This is an optimization exercise on Yosys and OpenROAD, whose aim is small area and a short achievable clock period, not a production implementation. Function was checked by simulation only, so behaviour that the tests miss may differ from the original. Power and IR drop assume default switching activity.

Setup of build 8:
## RISC_top
module RISC_top(
    input clk,rst,
    output [15:0] imem_addr,
    input  [31:0] imem_data,
    output        dmem_we,
    output [5:0]  dmem_addr,
    output [31:0] dmem_wdata,
    input  [31:0] dmem_rdata,
    output        wb_we,
    output [4:0]  wb_addr,
    output [31:0] wb_data
    );
     parameter NOP = 7'b0000000;
parameter ADD = 7'b0000010;
parameter SUB = 7'b0000101;
parameter SLT = 7'b1100101;
parameter AND = 7'b0001000;
parameter OR  = 7'b0001010;
parameter XOR = 7'b0001100; 
parameter ST  = 7'b0000001;
parameter LD  = 7'b0100001;
parameter ADI = 7'b0100010; 
parameter SBI = 7'b0100101;
parameter NOT = 7'b0101110;
parameter ANI = 7'b0101000;
parameter ORI = 7'b0101010;
parameter XRI = 7'b0101100;
parameter AIU = 7'b1100010;
parameter SIU = 7'b1000101;
parameter MOV = 7'b1000000;
parameter LSL = 7'b0110000;
parameter LSR = 7'b0110001;
parameter ASL = 7'b0110010;
parameter ASR = 7'b0110011;
  ...
clock: 8.0 ns
lec_check: 0
cap_margin: 20
core_margin: 2
core_utilization: 40
cts_cluster_diameter: 80
cts_cluster_size: 20
setup_slack_margin: 5.0
slew_margin: 20
synth_hierarchical: 1
tns_end_percent: 0
standard.sh (not shown) runs the stock make flow with config.mk's settings and CLKGATE_MAP_FILE= SYNTH_SCRIPT=/design/flow/synth_recipe.tcl, a recipe that flattens the netlist after the stock synthesis.
==> flow/flow/run.sh <==
#!/bin/bash
# The standard layout (standard.sh) with two layout choices changed:
#  - the input and output ports are buffered with buf_2 cells
#  - clock tree synthesis uses large sink clusters and inserts no dummy loads
# make's full output goes to flow.log in this folder; ORFS's per-step logs
# stay under orfs/logs.
set -euo pipefail
bash standard.sh \
  'BUFFER_PORTS_ARGS=-buffer_cell sky130_fd_sc_hd__buf_2' \
  'CTS_ARGS=-sink_clustering_enable -repair_clock_nets -sink_clustering_size 20 -sink_clustering_max_diameter 80 -dont_use_dummy_load' \
  finish > flow.log 2>&1
Build 8: no failed stages, no open violations at the end
diff inputs: build 8 => build 26
- TNS_END_PERCENT no longer set, was 0
diff --git a/flow/flow/run.sh b/flow/flow/run.sh
--- a/flow/flow/run.sh
+++ b/flow/flow/run.sh
@@ -2 +2 @@
-# The standard layout (standard.sh) with two layout choices changed:
+# The standard layout (standard.sh) with three layout choices changed:
@@ -10,0 +11 @@
+  'SETUP_SLACK_MARGIN=5.3' \
[summary]
In build 26 the number of antenna diodes turned out 3 lower than in build 8. Compare build 26 and build 8 | length in cells of the worst reg-to-reg path lower: build 26. Build 8 has a higher number of stages on the worst setup path than build 26. Build 8 reports its critical path's slowest cell as a2111oi_0 while build 26 reports dfxtp_4.
Relative to build 26, the following input files were edited for build 86:
- CORE_UTILIZATION now 45, was 40
diff --git a/flow/flow/run.sh b/flow/flow/run.sh
--- a/flow/flow/run.sh
+++ b/flow/flow/run.sh
@@ -11 +11 @@
-  'SETUP_SLACK_MARGIN=5.3' \
+  'SETUP_SLACK_MARGIN=5.5' \
[summary]
- Build 86 vs build 26 — clock insertion delay at the later pin of the skew report dropped 0.03 ns.
- Looking at per-cell via count in the routed design, build 86 sits about 2% above build 26.
- Between build 86 and build 26, the actual slew at the worst max-slew pin is higher for build 86.
- Build 86 vs. build 26: switching power now larger, layout overhead on the synthesized area now larger.
- [compare] base=build 26 new=build 86: share of total power in the clock network shrank by 0.7 points, combinational power share increased by 1.7 points relative to the old numbers, setup slack after layout closely matched the old numbers.
- The total number of vias of build 26 and that of build 86 are within noise of each other.
## Diff of input files: build 3 against build 86
- CORE_UTILIZATION now 40, was 45
diff --git a/flow/flow/run.sh b/flow/flow/run.sh
--- a/flow/flow/run.sh
+++ b/flow/flow/run.sh
@@ -2 +2 @@
-# The standard layout (standard.sh) with three layout choices changed:
+# The standard layout (standard.sh) with two layout choices changed:
@@ -11 +10,0 @@
-  'SETUP_SLACK_MARGIN=5.5' \
Notes after the runs:
The lower wire length on met1 of build 3 and build 86 is in build 3.
The run showing the smaller internal power summed over all cells is build 3.
Changes observed in build 3 relative to build 86: critical path required time shows a reduction of 0.16 ns; clock share of power shows an increase of 1.5 points.

==> what the ideal ports hide <==
No port has a modelled driver above. Below, the same layouts with a new extraction and two added sets of constraints. Step 1 (the two cells are an assumption about what drives the block):
set clk [get_ports {clk}]
set_driving_cell -lib_cell sky130_fd_sc_hd__clkbuf_16 $clk
set_driving_cell -lib_cell sky130_fd_sc_hd__buf_2 [delete_from_list [all_inputs] $clk]
Step 2 adds t to the input delays and takes it off the output delays; t is the mean of the earliest and latest rising clock arrival at the registers after step 1. Input paths then give back, and output paths get back, about the clock's delay inside the block. a / b / c = ideal / step 1 / step 2; a / b = the first two.
| run | t, ns | setup WS [ns] | worst hold slack (ns) | slew at the worst register clock pin (ns) | worst data-port slew with drivers (ns) |
|---|---|---|---|---|---|
| build 8 | 0.772 | 4.516 / 4.516 / 4.516 | 0.348 / 0.348 / 0.348 | 0.09 / 0.09 | 0.08 |
| build 26 | 0.771 | 5.047 / 4.965 / 4.875 | 0.351 / 0.351 / 0.351 | 0.09 / 0.09 | 0.09 |
| build 86 | 0.778 | 5.048 / 4.963 / 5.048 | 0.351 / 0.351 / 0.351 | 0.09 / 0.09 | 0.07 |
| build 3 | 0.764 | 4.825 / 4.825 / 4.825 | 0.345 / 0.345 / 0.345 | 0.09 / 0.09 | 0.07 |
After both steps setup and hold are still met in every run listed. For build 26, which loses most, drivers alone change the setup slack by -0.082 ns; drivers and shift together by -0.172 ns.
